From an optimization exercise on the open Yosys and OpenROAD flow, aimed at small area; shortcuts taken in it are not production practice.
The RTL was checked by simulation tests, not by an equivalence proof against the original design.
The clock input has no modelled driver; a real chip could not lean on it and would need a root buffer or a full tree.
No activity file was given, so power comes from the tool's default toggle rates.

== lane 1 ==
==> flow/design.v <==
module arkanoid_audio
(
	input                clk_48m,
	input                reset,       
	input          [9:0] sound_raw,   
	input                pause,
	input                vol_boost,
	output signed [15:0] sound
);
reg [8:0] div;
always @(posedge clk_48m) begin
	if(!reset)
		div <= 9'd0;
	else
		div <= div + 9'd1;
end
wire [7:0] t8 = div[7:0];
wire [3:0] mi = t8[3:0];           
wire [3:0] mk = t8[7:4];           
wire dw    = ~div[8] & (t8 >= 8'd1) & (t8 <= 8'd21);    
wire cw    = (t8 >= 8'd1) & (t8 <= 8'd12);              
wire mw    = t8[7] | t8[6];                             
wire j0    = (t8 == 8'd1);
wire jlt10 = (t8 >= 8'd1) & (t8 <= 8'd10);
wire jle10 = (t8 >= 8'd1) & (t8 <= 8'd11);
wire lpf_edge = (t8 == 8'd255);
reg vB;
always @(posedge clk_48m) begin
	if(!reset)
		vB <= 1'b0;
	else if(div == 9'd511)
		vB <= 1'b1;
end
wire vA = vB | div[8];
reg [31:0] er;      
reg [14:0] ar;      
reg [15:0] X;       
reg [14:0] S;       
reg        sb;      
reg [10:0] y;       
reg  [2:0] dc;      
reg        cc;      
wire eE = er[10] & vB;                
wire eR = eE & jlt10;
wire ee = er[0] & vB & jlt10;         
wire eq = er[20] & vB & jle10;        
wire es = S[0] & jlt10;               
wire [2:0] dcin = j0 ? 3'd2 : dc;
wire [3:0] dsum = eE + eR + !ee + es + !eq + dcin;
always @(posedge clk_48m) begin
	dc <= dsum[3:1];
	er[30:10] <= er[31:11];
	er[8:0] <= er[9:1];
	er[9] <= dw ? dsum[0] : er[10];
	er[31] <= (dw & jlt10) ? eE : er[0];
end
wire cs = ar[0] & jlt10;
wire cq = er[20] & jle10;
wire ccin = j0 | cc;
wire xbit = cs ^ !cq ^ ccin;
wire Xo = X[0] & vB;
wire scin = !j0 & sb;
wire sbit = xbit ^ Xo ^ scin;
always @(posedge clk_48m) begin
	cc <= cw ? ((cs & !cq) | (cs & ccin) | (!cq & ccin))
	         : ((ma & opb) | (ma & mcin) | (opb & mcin));
	if(cw)
		sb <= (xbit & Xo) | (xbit & scin) | (Xo & scin);
	else if(mi == 4'd15)
		sb <= S[13];
	X <= {cw ? xbit : X[0], X[15:1]};
	S[14] <= cw ? sbit : S[0];
	S[13:10] <= S[14:11];
	S[9:0] <= (div == 9'd0) ? sound_raw : S[10:1];
end
reg yb;
always @(*) begin
	case(mk)
		4'd4:  yb = y[0];
		4'd5:  yb = y[1];
		4'd6:  yb = y[2];
		4'd7:  yb = y[3];
		4'd8:  yb = y[4];
		4'd9:  yb = y[5];
		4'd10: yb = y[6];
		4'd11: yb = y[7];
		4'd12: yb = y[8];
		4'd13: yb = y[9];
		default: yb = y[10];
	endcase
end
wire mg = vA & mw;
wire bs = sb & mg;
wire by = yb & mg;
wire last = (mk == 4'd15);        
wire [15:0] cpos = (bs ? 16'd7278 : 16'd0) + (by ? 16'd18211 : 16'd0);
wire opb = cpos[mi] ^ last;
wire ma = ar[0];
wire mcin = (mi == 4'd0) ? last : cc;
wire msum = ma ^ opb ^ mcin;
wire ain = mw & ((mi == 4'd0) ? cc : msum);
always @(posedge clk_48m) begin
	ar[14] <= ain;
	ar[13:12] <= ar[14:13];
	ar[11] <= !lpf_edge & ar[12];
	ar[10:1] <= lpf_edge ? sound_raw : ar[11:2];
	ar[0] <= ar[1];
	if(lpf_edge)
		y <= ar[14:4];
end
wire en = vA & !pause;
assign sound = !en ? 16'd0 : vol_boost ? {y, 5'd0} : {y[10], y, 4'd0};
endmodule
Settings: LEC_CHECK=0, ABC_AREA=1, CAP_MARGIN=20, CORE_MARGIN=2, CORE_UTILIZATION=70, PLACE_DENSITY=0.75, SLEW_MARGIN=20; clock period 20.0 ns.
standard.sh (not shown) runs the stock make flow with config.mk's settings and CLKGATE_MAP_FILE= SYNTH_SCRIPT=/design/flow/synth_recipe.tcl, a recipe that flattens the netlist after the stock synthesis.
==> flow/flow/run.sh <==
#!/bin/bash
# Own layout flow: the standard ORFS flow (standard.sh) with these changes:
#  - synthesis without the full-adder extraction step and with the ABC area
#    script in flow/abc_area.script (registers are untouched by both);
#  - port buffers are sky130_fd_sc_hd__buf_1;
#  - clock tree: instead of TritonCTS, flow/manual_cts.tcl makes
#    MANUAL_CTS_K leaf buffers driven by the clock port, one per cluster of
#    flip-flops; the rest of the CTS step (legalisation, timing repair) is kept.
# The make output goes to flow_standard.log, each ORFS step to orfs/logs/.
set -euo pipefail
cd "$(dirname "${BASH_SOURCE[0]}")/.."
K=${MANUAL_CTS_K:-3}
B=${MANUAL_CTS_BUF:-sky130_fd_sc_hd__clkbuf_16}
rm -rf scripts_custom
cp -r "$FLOW_HOME/scripts" scripts_custom
cp flow/abc_area.script scripts_custom/abc_area.script
cp flow/manual_cts.tcl scripts_custom/manual_cts.tcl
sed -i "s|^log_cmd clock_tree_synthesis {\*}\$cts_args|source \$::env(SCRIPTS_DIR)/manual_cts.tcl; manual_cts $K $B|" scripts_custom/cts.tcl
grep -q "manual_cts $K" scripts_custom/cts.tcl
export BUFFER_PORTS_ARGS="-buffer_cell sky130_fd_sc_hd__buf_1"
bash standard.sh "SCRIPTS_DIR=$PWD/scripts_custom" "ADDER_MAP_FILE=" finish > flow_standard.log 2>&1
Other scripts of this flow, unchanged in this note and not shown: flow/flow/abc_area.script, flow/flow/manual_cts.tcl
Per the final summary, lane 1 finished and its layout is clean on timing, DRC and antenna.
Changes in lane 2 relative to lane 1:
-- flow/design.v --
<<< lane 1, line 72
	S[14] <= cw ? sbit : S[0];
	S[13:10] <= S[14:11];
	S[9:0] <= (div == 9'd0) ? sound_raw : S[10:1];
end
reg yb;
>>> lane 2, line 72
	S[14] <= cw ? sbit : S[0];
	S[13:10] <= S[14:11];
	S[9:0] <= (t8 == 8'd0) ? sound_raw : S[10:1];    
end
reg yb;
<<< lane 1, line 103
	ar[14] <= ain;
	ar[13:12] <= ar[14:13];
	ar[11] <= !lpf_edge & ar[12];
	ar[10:1] <= lpf_edge ? sound_raw : ar[11:2];
	ar[0] <= ar[1];
>>> lane 2, line 103
	ar[14] <= ain;
	ar[13:12] <= ar[14:13];
	ar[11] <= ar[12];
	ar[10:1] <= lpf_edge ? sound_raw : ar[11:2];
	ar[0] <= ar[1];
Results
[lane 2 vs lane 1] slack of the worst reg-to-reg path: higher in lane 2
Post-synthesis simple-gate area fraction on lane 2 is up relative to lane 1.
Per the comparison of lane 2 with lane 1, number of vias after detailed routing now larger; multi-input logic cell count now larger; combinational share of power now larger; global routing usage on met3 comparable; time the worst path needs with I/O delays and setup now smaller.
Lane 2 vs. lane 1: setup slack higher, fraction of layout cells with a size suffix above 1 down 0.36 points, total die area now sits higher, internal power of the cells +about 1.7%, relative contribution of the clock network to total power fell by 0.9 points.
In every run of this note, the design's own scripts or RTL, not TritonCTS, make the clock network.


## run C
Another version of the RTL of arkanoid_audio (not shown whole).
Size: ~380 cells after synthesis, roughly 110 flip-flops, roughly 3700 um^2 of cells after synthesis.
==> module arkanoid_audio, before the edit <==
module arkanoid_audio
(
	input                clk_48m,
	input                reset,       
	input          [9:0] sound_raw,   
	input                pause,
	input                vol_boost,
	output signed [15:0] sound
);
reg [8:0] div;
always @(posedge clk_48m) begin
	if(!reset)
		div <= 9'd0;
	else
		div <= div + 9'd1;
end
wire [7:0] t8 = div[7:0];
wire [3:0] mi = t8[3:0];           
wire [3:0] mk = t8[7:4];           
wire dw    = ~div[8] & (t8 >= 8'd1) & (t8 <= 8'd21);    
wire cw    = (t8 >= 8'd1) & (t8 <= 8'd12);              
wire mw    = t8[7] | t8[6];                             
wire j0    = (t8 == 8'd1);
wire jlt10 = (t8 >= 8'd1) & (t8 <= 8'd10);
wire jle10 = (t8 >= 8'd1) & (t8 <= 8'd11);
wire lpf_edge = (t8 == 8'd255);
reg vB;
always @(posedge clk_48m) begin
	if(!reset)
		vB <= 1'b0;
	else if(div == 9'd511)
		vB <= 1'b1;
end
wire vA = vB | div[8];
reg [31:0] er;      
reg [14:0] ar;      
reg [15:0] X;       
reg [14:0] S;       
reg        bsl;     
reg [10:0] y;       
reg  [2:0] dc;      
reg        mc;      
reg        cc;      
reg        sc;      
wire eE = er[10] & vB;                
wire eR = eE & jlt10;
wire ee = er[0] & vB & jlt10;         
wire eq = er[20] & vB & jle10;        
wire es = S[0] & jlt10;               
wire [2:0] dcin = j0 ? 3'd2 : dc;
wire [3:0] dsum = eE + eR + !ee + es + !eq + dcin;
always @(posedge clk_48m) begin
	dc <= dsum[3:1];
	er[30:10] <= er[31:11];
	er[8:0] <= er[9:1];
	er[9] <= dw ? dsum[0] : er[10];
	er[31] <= (dw & jlt10) ? eE : er[0];
end
wire cs = ar[0] & jlt10;
wire cq = er[20] & jle10;
wire ccin = j0 | cc;
wire xbit = cs ^ !cq ^ ccin;
wire Xo = X[0] & vB;
wire scin = !j0 & sc;
wire sbit = xbit ^ Xo ^ scin;
always @(posedge clk_48m) begin
	cc <= (cs & !cq) | (cs & ccin) | (!cq & ccin);
	sc <= (xbit & Xo) | (xbit & scin) | (Xo & scin);
	X <= {cw ? xbit : X[0], X[15:1]};
	S[14] <= cw ? sbit : S[0];
	S[13:10] <= S[14:11];
	S[9:0] <= (div == 9'd0) ? sound_raw : S[10:1];
	if(mi == 4'd15)
		bsl <= S[13];
end
reg yb;
always @(*) begin
	case(mk)
		4'd4:  yb = y[0];
		4'd5:  yb = y[1];
		4'd6:  yb = y[2];
		4'd7:  yb = y[3];
		4'd8:  yb = y[4];
		4'd9:  yb = y[5];
		4'd10: yb = y[6];
		4'd11: yb = y[7];
		4'd12: yb = y[8];
		4'd13: yb = y[9];
		default: yb = y[10];
	endcase
end
wire mg = vA & mw;
wire bs = bsl & mg;
wire by = yb & mg;
wire last = (mk == 4'd15);        
wire [15:0] cpos = (bs ? 16'd7278 : 16'd0) + (by ? 16'd18211 : 16'd0);
wire opb = cpos[mi] ^ last;
wire ma = ar[0];
wire mcin = (mi == 4'd0) ? last : mc;
wire msum = ma ^ opb ^ mcin;
wire ain = mw & ((mi == 4'd0) ? mc : msum);
always @(posedge clk_48m) begin
	mc <= (ma & opb) | (ma & mcin) | (opb & mcin);
	ar[14] <= ain;
	ar[13:12] <= ar[14:13];
	ar[11] <= !lpf_edge & ar[12];
	ar[10:1] <= lpf_edge ? sound_raw : ar[11:2];
	ar[0] <= ar[1];
	if(lpf_edge)
		y <= ar[14:4];
end
wire en = vA & !pause;
assign sound = !en ? 16'd0 : vol_boost ? {y, 5'd0} : {y[10], y, 4'd0};
endmodule
==> flow/config.mk <==
export PLATFORM = sky130hd
export DESIGN_NAME = arkanoid_audio
export DESIGN_NICKNAME = arkanoid_audio
export VERILOG_FILES = /design/flow/design.v
export SDC_FILE = /design/flow/constraint.sdc
export NUM_CORES = 4
export LEC_CHECK = 0
export ABC_AREA = 1
export CAP_MARGIN = 20
export CORE_MARGIN = 2
export CORE_UTILIZATION = 70
export PLACE_DENSITY = 0.75
export SLEW_MARGIN = 20
==> flow/constraint.sdc <==
create_clock -name core_clock -period 20.0 [get_ports {clk_48m}]
set_input_delay 4.0000 -clock core_clock [delete_from_list [all_inputs] [get_ports {clk_48m}]]
set_output_delay 4.0000 -clock core_clock [all_outputs]
set_load 0.01 [all_outputs]
==> flow/flow/run.sh <==
#!/bin/bash
# Standard ORFS layout with smaller port buffers and no CTS dummy loads.
set -euo pipefail
cd "$(dirname "${BASH_SOURCE[0]}")/.."
export BUFFER_PORTS_ARGS="-buffer_cell sky130_fd_sc_hd__buf_1"
export CTS_ARGS="-sink_clustering_enable -repair_clock_nets -dont_use_dummy_load"
bash standard.sh finish > flow_standard.log 2>&1
For run D, these inputs were changed with respect to run C:
==> flow/design.v <==
module arkanoid_audio
(
	input                clk_48m,
	input                reset,       
	input          [9:0] sound_raw,   
	input                pause,
	input                vol_boost,
	output signed [15:0] sound
);
reg [8:0] div;
always @(posedge clk_48m) begin
	if(!reset)
		div <= 9'd0;
	else
		div <= div + 9'd1;
end
wire [7:0] t8 = div[7:0];
wire [3:0] mi = t8[3:0];           
wire [3:0] mk = t8[7:4];           
wire dw    = ~div[8] & (t8 >= 8'd1) & (t8 <= 8'd21);    
wire cw    = (t8 >= 8'd1) & (t8 <= 8'd12);              
wire mw    = t8[7] | t8[6];                             
wire j0    = (t8 == 8'd1);
wire jlt10 = (t8 >= 8'd1) & (t8 <= 8'd10);
wire jle10 = (t8 >= 8'd1) & (t8 <= 8'd11);
wire lpf_edge = (t8 == 8'd255);
reg vB;
always @(posedge clk_48m) begin
	if(!reset)
		vB <= 1'b0;
	else if(div == 9'd511)
		vB <= 1'b1;
end
wire vA = vB | div[8];
reg [31:0] er;      
reg [14:0] ar;      
reg [11:0] X;       
reg [11:0] S;       
reg [10:0] y;       
reg  [2:0] dc;      
reg        mc;      
reg        cc;      
reg        sc;      
wire eE = er[10] & vB;                
wire eR = eE & jlt10;
wire ee = er[0] & vB & jlt10;         
wire eq = er[20] & vB & jle10;        
wire es = S[0] & jlt10;               
wire [2:0] dcin = j0 ? 3'd2 : dc;
wire [3:0] dsum = eE + eR + !ee + es + !eq + dcin;
always @(posedge clk_48m) begin
	dc <= dsum[3:1];
	er[30:10] <= er[31:11];
	er[8:0] <= er[9:1];
	er[9] <= dw ? dsum[0] : er[10];
	er[31] <= (dw & jlt10) ? eE : er[0];
end
wire cs = ar[0] & jlt10;
wire cq = er[20] & jle10;
wire ccin = j0 | cc;
wire xbit = cs ^ !cq ^ ccin;
wire Xo = X[0] & vB;
wire scin = !j0 & sc;
wire sbit = xbit ^ Xo ^ scin;
always @(posedge clk_48m) begin
	cc <= (cs & !cq) | (cs & ccin) | (!cq & ccin);
	sc <= (xbit & Xo) | (xbit & scin) | (Xo & scin);
	if(cw)
		X <= {xbit, X[11:1]};
	if(div == 9'd0)
		S <= {2'b00, sound_raw};
	else if(cw | (mw & (mi == 4'd15)))
		S <= {sbit, S[11:1]};
end
reg yb;
always @(*) begin
	case(mk)
		4'd4:  yb = y[0];
		4'd5:  yb = y[1];
		4'd6:  yb = y[2];
		4'd7:  yb = y[3];
		4'd8:  yb = y[4];
		4'd9:  yb = y[5];
		4'd10: yb = y[6];
		4'd11: yb = y[7];
		4'd12: yb = y[8];
		4'd13: yb = y[9];
		default: yb = y[10];
	endcase
end
wire bs = S[0] & vA & mw;
wire by = yb & vA & mw;
wire [15:0] cpos = (bs ? 16'd7278 : 16'd0) + (by ? 16'd18211 : 16'd0);
wire [15:0] op16 = (mk == 4'd15) ? -cpos : cpos;
wire opb = op16[mi];
wire ma = ar[0];
wire mcin = (mi != 4'd0) & mc;
wire msum = ma ^ opb ^ mcin;
wire ain = mw & ((mi == 4'd0) ? mc : msum);
always @(posedge clk_48m) begin
	mc <= (ma & opb) | (ma & mcin) | (opb & mcin);
	ar[14] <= ain;
	ar[13:12] <= ar[14:13];
	ar[11] <= !lpf_edge & ar[12];
	ar[10:1] <= lpf_edge ? sound_raw : ar[11:2];
	ar[0] <= ar[1];
	if(lpf_edge)
		y <= ar[14:4];
end
wire en = vA & !pause;
assign sound = !en ? 16'd0 : vol_boost ? {y, 5'd0} : {y[10], y, 4'd0};
endmodule
Notes after the runs:
Setup slack at placement, run D and run C: higher on run D. Weighted congestion reported at the end of routability-driven placement of run D falls short of that of run C by a few percent. Between run D and run C, final worst-path cycle share is higher for run C, run D comes in under that. Changes observed in run D relative to run C: number of I/O port buffers level; number of fill cells in the layout moved up; count of distinct cell types in the synthesized netlist moved up; critical path depth moved down; xor and xnor fraction of the mapped netlist area moved up. Compared with run C, run D shows a higher maximum fanout along the worst path. Going from run C to run D, clock net sink count -8; maximum achievable frequency now larger; area after synthesis went up; routed length on met1 higher. The worst hold slack on run C is in line with that on run D.

[port drivers added, routing unchanged]
How much do the figures lean on ideal ports? The routed layouts below were timed once more, with nothing changed but the port constraints. Step 1 (the two cells are an assumption about what drives the block):
set clk [get_ports {clk_48m}]
set_driving_cell -lib_cell sky130_fd_sc_hd__clkbuf_16 $clk
set_driving_cell -lib_cell sky130_fd_sc_hd__buf_2 [delete_from_list [all_inputs] $clk]
Step 2 adds t to the input delays and takes it off the output delays; t is the mean of the earliest and latest rising clock arrival at the registers after step 1. Input paths then give back, and output paths get back, about the clock's delay inside the block. Slacks: ideal ports / drivers / drivers and shift; pairs: ideal ports / drivers.
run | shift t [ns] | setup slack, ns | hold WS [ns] | worst register clock-pin slew, ns
lane 1 | 0.230 | 10.638 / 10.616 / 10.616 | 0.338 / 0.338 / 0.338 | 0.12 / 0.12
lane 2 | 0.226 | 10.689 / 10.664 / 10.664 | 0.335 / 0.335 / 0.335 | 0.12 / 0.12
run C | 0.380 | 10.863 / 10.837 / 10.837 | 0.317 / 0.317 / 0.317 | 0.10 / 0.10
run D | 0.373 | 10.917 / 10.891 / 10.891 | 0.316 / 0.316 / 0.316 | 0.11 / 0.11
After both steps every run listed still meets setup and hold.
